Context: an optimization exercise on an open-source flow, tuned for small area and a short achievable clock period. The choices shown serve that exercise and are no tape-out recipe. Only simulation tests tie the RTL to the original design; equivalence was not proved.

## 05-18
// conv_bn_act
module conv_bn_act #(
    parameter DATA_WIDTH = 16
)(
    input  logic                  clk,
    input  logic                  rst_n,
    input  logic [DATA_WIDTH-1:0] in_data,
    input  logic                  in_valid,
    output logic                  in_ready,
    output logic [DATA_WIDTH-1:0] out_data,
    output logic                  out_valid,
    input  logic                  enable_bn,
    input  logic                  use_relu          
);
For scale: about 2400 cells after synthesis, roughly 39 I/O pins, roughly 0.024 mm² of cells after synthesis.
export LEC_CHECK = 0
export CAP_MARGIN = 20
export CORE_MARGIN = 2
export CORE_UTILIZATION = 40
export SLEW_MARGIN = 20
create_clock -name core_clock -period 18.0 [get_ports {clk}]
standard.sh (not shown) runs the stock make flow with config.mk's settings and CLKGATE_MAP_FILE= SYNTH_SCRIPT=/design/flow/synth_recipe.tcl, a recipe that flattens the netlist after the stock synthesis.
==> flow/flow/run.sh <==
#!/bin/bash
# Standard synthesis, then inverters around full adders folded into the adders'
# polarity (flow/invfold.py), then the standard layout from floorplan on, with
# timing repair aiming at a setup slack of SETUP_SLACK_MARGIN.
set -euo pipefail
export SETUP_SLACK_MARGIN=11.8
here=$(pwd)
bash standard.sh synth > "$here/synth.log" 2>&1
R=orfs/results/${FLOW_PLATFORM}/conv_bn_act/base
cp "$R/1_2_yosys.v" "$here/1_2_yosys.std.v"
python3 flow/invfold.py "$here/1_2_yosys.std.v" "$R/1_2_yosys.v" > "$here/invfold.log" 2>&1
rm -f "$R/1_synth.odb" "$R/1_synth.sdc"
bash standard.sh > "$here/layout.log" 2>&1
Other scripts of this flow, unchanged in this note and not shown: flow/flow/invfold.py
For 08-14, these inputs were changed with respect to 05-18:
--- a/flow/design.v
+++ b/flow/design.v
@@ -69,43 +69,48 @@
     always_ff @(posedge clk) begin
         if (loading && in_valid) begin
             if (load_count == 4'd2) bn_gamma   <= in_data;
             if (load_count == 4'd3) bn_beta    <= in_data;
         end
     end
-    logic [16:0] xs;
-    logic [18:0] xe;
-    logic [8:0]  b_one, b_two, b_neg;
+    logic [15:0] xs;
+    logic        xs_uns;
+    logic [16:0] xe;
+    logic [7:0]  b_one, b_two, b_neg;
+    logic        x_hi;
     logic [31:0] bb_q, mt, prod, p_q;
     logic        bn_q, bn2_q;
     always_comb begin
-        if (cnt3)         xs = {w4[15], w4};
-        else if (take_w0) xs = {1'b0, bn_m[15:0]};
-        else              xs = {in_data[15], in_data};
-    end
-    assign xe = {xs[16], xs, 1'b0};
-    always_ff @(posedge clk) begin
-        for (int j = 0; j < 9; j++) begin
+        xs_uns = 1'b0;
+        if (cnt3)         xs = w4;
+        else if (take_w0) begin xs = bn_m[15:0]; xs_uns = 1'b1; end
+        else              xs = in_data;
+    end
+    assign xe = {xs, 1'b0};
+    always_ff @(posedge clk) begin
+        for (int j = 0; j < 8; j++) begin
             b_one[j] <= xe[2*j+1] ^ xe[2*j];
             b_two[j] <= (xe[2*j+2] & ~xe[2*j+1] & ~xe[2*j]) | (~xe[2*j+2] & xe[2*j+1] & xe[2*j]);
             b_neg[j] <= xe[2*j+2];
         end
+        x_hi <= xs_uns && xs[15];
         if (cnt3 || take_w0 || take_w4) bb_q <= {16'd0, bn_gamma};
         else if (enable_bn)             bb_q <= op_g ? prod : bn_g;
         else                            bb_q <= {{16{w4[15]}}, w4};
         bn_q <= take && enable_bn;
     end
     logic [8:0][31:0] rows;
     logic [31:0]      negs;
-    for (genvar j = 0; j < 9; j++) begin : g_rows
+    for (genvar j = 0; j < 8; j++) begin : g_rows
         assign rows[j] = ((({32{b_one[j]}} & bb_q) | ({32{b_two[j]}} & (bb_q << 1)))
                           ^ {32{b_neg[j]}}) << (2 * j);
         assign negs[2*j]   = b_neg[j];
         assign negs[2*j+1] = 1'b0;
     end
-    assign negs[31:18] = '0;
+    assign rows[8]     = {x_hi ? bb_q[15:0] : 16'd0, 16'd0};
+    assign negs[31:16] = '0;
     logic [31:0] bt;
     assign mt   = bn_q ? bn_m : 32'd0;
     assign bt   = bn_q ? {8'd0, bn_beta, 8'd0} : 32'd0;
     assign prod = rows[0] + rows[1] + rows[2] + rows[3] + rows[4] + rows[5] + rows[6]
                 + rows[7] + rows[8] + negs - mt + bt;
     always_ff @(posedge clk) begin
@@ -156,17 +161,14 @@
         assign sqrow[i] = ({20'd0, a[i]} << (2 * i)) | ((a[i] ? {11'd0, a >> (i + 1)} : 21'd0) << (2 * i + 2));
     end
     assign sq = sqrow[0] + sqrow[1] + sqrow[2] + sqrow[3] + sqrow[4]
               + sqrow[5] + sqrow[6] + sqrow[7] + sqrow[8] + sqrow[9];
     assign s = sq + ({11'd0, a} << 9) + ({11'd0, a} << 8)
              - (m ? ({11'd0, a} << 11) : 21'd0) + {1'b0, m, 19'd0};
-    logic [16:0] d1, d2;
     logic [15:0] q_hi;
-    assign d1   = {1'b0, in_data} - 17'd10923;
-    assign d2   = {1'b0, in_data} - 17'd21846;
-    assign q_hi = !d2[16] ? d2[15:0] : !d1[16] ? d1[15:0] : in_data;
+    assign q_hi = in_data - ((y >= 16'sd21846) ? 16'd21846 : (y >= 16'sd10923) ? 16'd10923 : 16'd0);
     logic [11:0] w;
     assign w = s[20:9];
     localparam logic [12:0] EVEN = 13'b0_0101_0101_0101;
     logic [12:0] t0a, t0b, t1a, t1b, t2a, t2b;
     assign t0a = {1'b0, w} & EVEN;
     assign t0b = {1'b0, w} & ~EVEN;
==> comparison <==
- The final layouts of 08-14 and 05-18 pass the timing, design-rule and antenna checks.
- Final sequential cell count: 08-14 < 05-18
- Relative to 05-18, 08-14 degrades placement-stage worst setup slack.
- The layout overhead on the synthesized area in 08-14 sits 0.67 points below the value recorded for 05-18.
- Delta (08-14 minus 05-18): sequential share of layout area +0.40 points; design area shows a reduction of 2.1%; area fraction of clock buffers and clock inverters now sits at about the same level; minimum setup slack in the final design higher.
- Measured against each other, 08-14 and 05-18 differ in routed wire length, the higher figure coming from 05-18.
- Slew of the pin with the lowest slew margin | 08-14 above 05-18
- In 08-14 the clock period minus worst slack turned out 58 ps lower than in 05-18.
- Compare 08-14 and 05-18 | number of sinks driven by the clock tree lower: 08-14
- Against 05-18 as the reference, 08-14 delivers a lower non-filler instance count after layout.

* * *

Setup of JK:
Another version of the RTL of conv_bn_act (not shown whole).
For scale: roughly 2500 cells after synthesis, ~39 I/O pins.
==> module activation_unit, before the edit <==
module activation_unit (
    input  logic        clk,
    input  logic        rst_n,
    input  logic [15:0] in_data,
    input  logic        in_valid,
    output logic [15:0] out_data,
    output logic        out_valid,
    input  logic        use_relu
);
    logic signed [15:0] y;
    assign y = $signed(in_data);
    logic n, mid, hi;
    assign n   = y[15];
    assign mid = (y >= -16'sd767) && (y <= 16'sd768);
    assign hi  = (y >= 16'sd769) && (y <= 16'sd31999);
    logic [9:0]  a;
    logic [20:0] sq, s;
    assign a = y[9:0];
    always_comb begin
        sq = '0;
        for (int i = 0; i < 10; i++) begin
            sq = sq + ({20'd0, a[i]} << (2 * i));
            for (int j = 0; j < 10; j++)
                if (j > i) sq = sq + ({20'd0, a[i] & a[j]} << (i + j + 1));
        end
    end
    assign s = sq + ({11'd0, a} << 9) + ({11'd0, a} << 8)
             - (n ? ({11'd0, a} << 11) : 21'd0) + {1'b0, n, 19'd0};
    logic [15:0] q_hi;
    assign q_hi = in_data - ((y >= 16'sd21846) ? 16'd21846 : (y >= 16'sd10923) ? 16'd10923 : 16'd0);
    logic [11:0] w_q;
    logic [15:0] v_q;
    logic        msel_q, n_q;
    always_ff @(posedge clk) begin
        w_q    <= s[20:9];
        n_q    <= n;
        msel_q <= !use_relu && mid;
        v_q    <= use_relu ? (n ? 16'd0 : in_data) : (hi ? q_hi : 16'd0);
    end
    always_ff @(posedge clk or negedge rst_n) begin
        if (!rst_n) out_valid <= 1'b0;
        else        out_valid <= in_valid;
    end
    logic [1:0] t [5][13];   
    logic [1:0] r [13];      
    logic [9:0] d3;
    function automatic logic [1:0] add3(input logic [1:0] p, input logic [1:0] q);
        add3[0] = (~p[1] & ~p[0] & q[0]) | (p[0] & ~q[1] & ~q[0]) | (p[1] & q[1]);
        add3[1] = (~p[1] & ~p[0] & q[1]) | (p[1] & ~q[1] & ~q[0]) | (p[0] & q[0]);
    endfunction
    always_comb begin
        for (int i = 0; i < 13; i++)
            t[0][i] = (i == 12) ? 2'd0 : (i % 2) ? {w_q[i], 1'b0} : {1'b0, w_q[i]};
        for (int l = 1; l < 5; l++)
            for (int i = 0; i < 13; i++)
                t[l][i] = (i + (1 << (l - 1)) < 13) ? add3(t[l-1][i], t[l-1][(i + (1 << (l - 1))) % 13]) : t[l-1][i];
        for (int i = 0; i < 13; i++)
            r[i] = (i % 2) ? {t[4][i][0], t[4][i][1]} : t[4][i];
        for (int i = 0; i < 10; i++)
            d3[i] = r[i+1][1] | (r[i+1][0] & w_q[i]);
    end
    assign out_data = msel_q ? {n_q ? 6'h0a : 6'h00, n_q ? 2'b10 : d3[9:8], d3[7:0]} : v_q;
endmodule
Settings: LEC_CHECK=0, CAP_MARGIN=20, CORE_MARGIN=2, CORE_UTILIZATION=40, SLEW_MARGIN=20; clock period 18.0 ns.
==> flow/flow/run.sh <==
#!/bin/bash
# Standard synthesis, then inverters around full adders folded into the adders'
# polarity (flow/invfold.py), then the standard layout from floorplan on.
set -euo pipefail
export SETUP_SLACK_MARGIN=11.5
here=$(pwd)
bash standard.sh synth > "$here/synth.log" 2>&1
R=orfs/results/${FLOW_PLATFORM}/conv_bn_act/base
cp "$R/1_2_yosys.v" "$here/1_2_yosys.std.v"
python3 flow/invfold.py "$here/1_2_yosys.std.v" "$R/1_2_yosys.v" > "$here/invfold.log" 2>&1
rm -f "$R/1_synth.odb" "$R/1_synth.sdc"
bash standard.sh > "$here/layout.log" 2>&1
Other scripts of this flow, unchanged in this note and not shown: flow/flow/invfold.py
The inputs of MS differ from those of JK as listed below.
-- flow/design.v --
<<< JK, line 134
    assign s = sq + ({11'd0, a} << 9) + ({11'd0, a} << 8)
             - (n ? ({11'd0, a} << 11) : 21'd0) + {1'b0, n, 19'd0};
    logic [15:0] q_hi;
    assign q_hi = in_data - ((y >= 16'sd21846) ? 16'd21846 : (y >= 16'sd10923) ? 16'd10923 : 16'd0);
    logic [11:0] w_q;
    logic [15:0] v_q;
>>> MS, line 134
    assign s = sq + ({11'd0, a} << 9) + ({11'd0, a} << 8)
             - (n ? ({11'd0, a} << 11) : 21'd0) + {1'b0, n, 19'd0};
    logic [16:0] d1, d2;
    logic [15:0] q_hi;
    assign d1   = {1'b0, in_data} - 17'd10923;
    assign d2   = {1'b0, in_data} - 17'd21846;
    assign q_hi = !d2[16] ? d2[15:0] : !d1[16] ? d1[15:0] : in_data;
    logic [11:0] w_q;
    logic [15:0] v_q;
Findings:
MS finished every step from synthesis to the final layout, and the layout passed the timing, design-rule and antenna checks. MS — number of clock buffers inserted by TritonCTS 1 higher, JK as reference. Final critical-path setup slack (higher): MS. On depth of the most critical reg-to-reg path: MS sits below JK. Compared MS against JK; clock insertion delay at the later pin of the skew report within noise. Comparing the two runs side by side, MS comes out ahead of JK on final critical-path required period. Against JK, MS reports a count of non-filler cells in the finished layout that is higher. Delta (MS minus JK): mean post-synth cell area comparable; count of clock-buffer cells in the layout now larger; synthesized cell count now larger; clock skew now larger.

==> what the ideal ports hide <==
No port has a modelled driver above. Below, the same layouts with a new extraction and two added sets of constraints. Step 1 assumes that a clkbuf_16 drives the clock port and a buf_2 every other input. Step 2 moves the port delays by t, midway between the first and last clock arrival at a register: inputs arrive t later, outputs are due t later. That takes back most of the time a late clock gives input paths. Slacks: ideal / step 1 / step 2; pairs: ideal / step 1.
run	shift t [ns]	slack for setup (ns)	worst register clock-pin slew, ns	pins driven straight from the clock port
05-18	0.651	11.871 / 11.810 / 11.527	0.07 / 0.07	1
08-14	0.647	11.929 / 11.869 / 11.520	0.07 / 0.07	1
JK	0.593	11.447 / 11.390 / 11.665	0.07 / 0.07	1
MS	0.597	11.473 / 11.417 / 11.544	0.07 / 0.07	1
After both steps every run listed still meets setup and hold. For 08-14, which loses most, drivers alone change the setup slack by -0.060 ns; drivers and shift together by -0.409 ns.
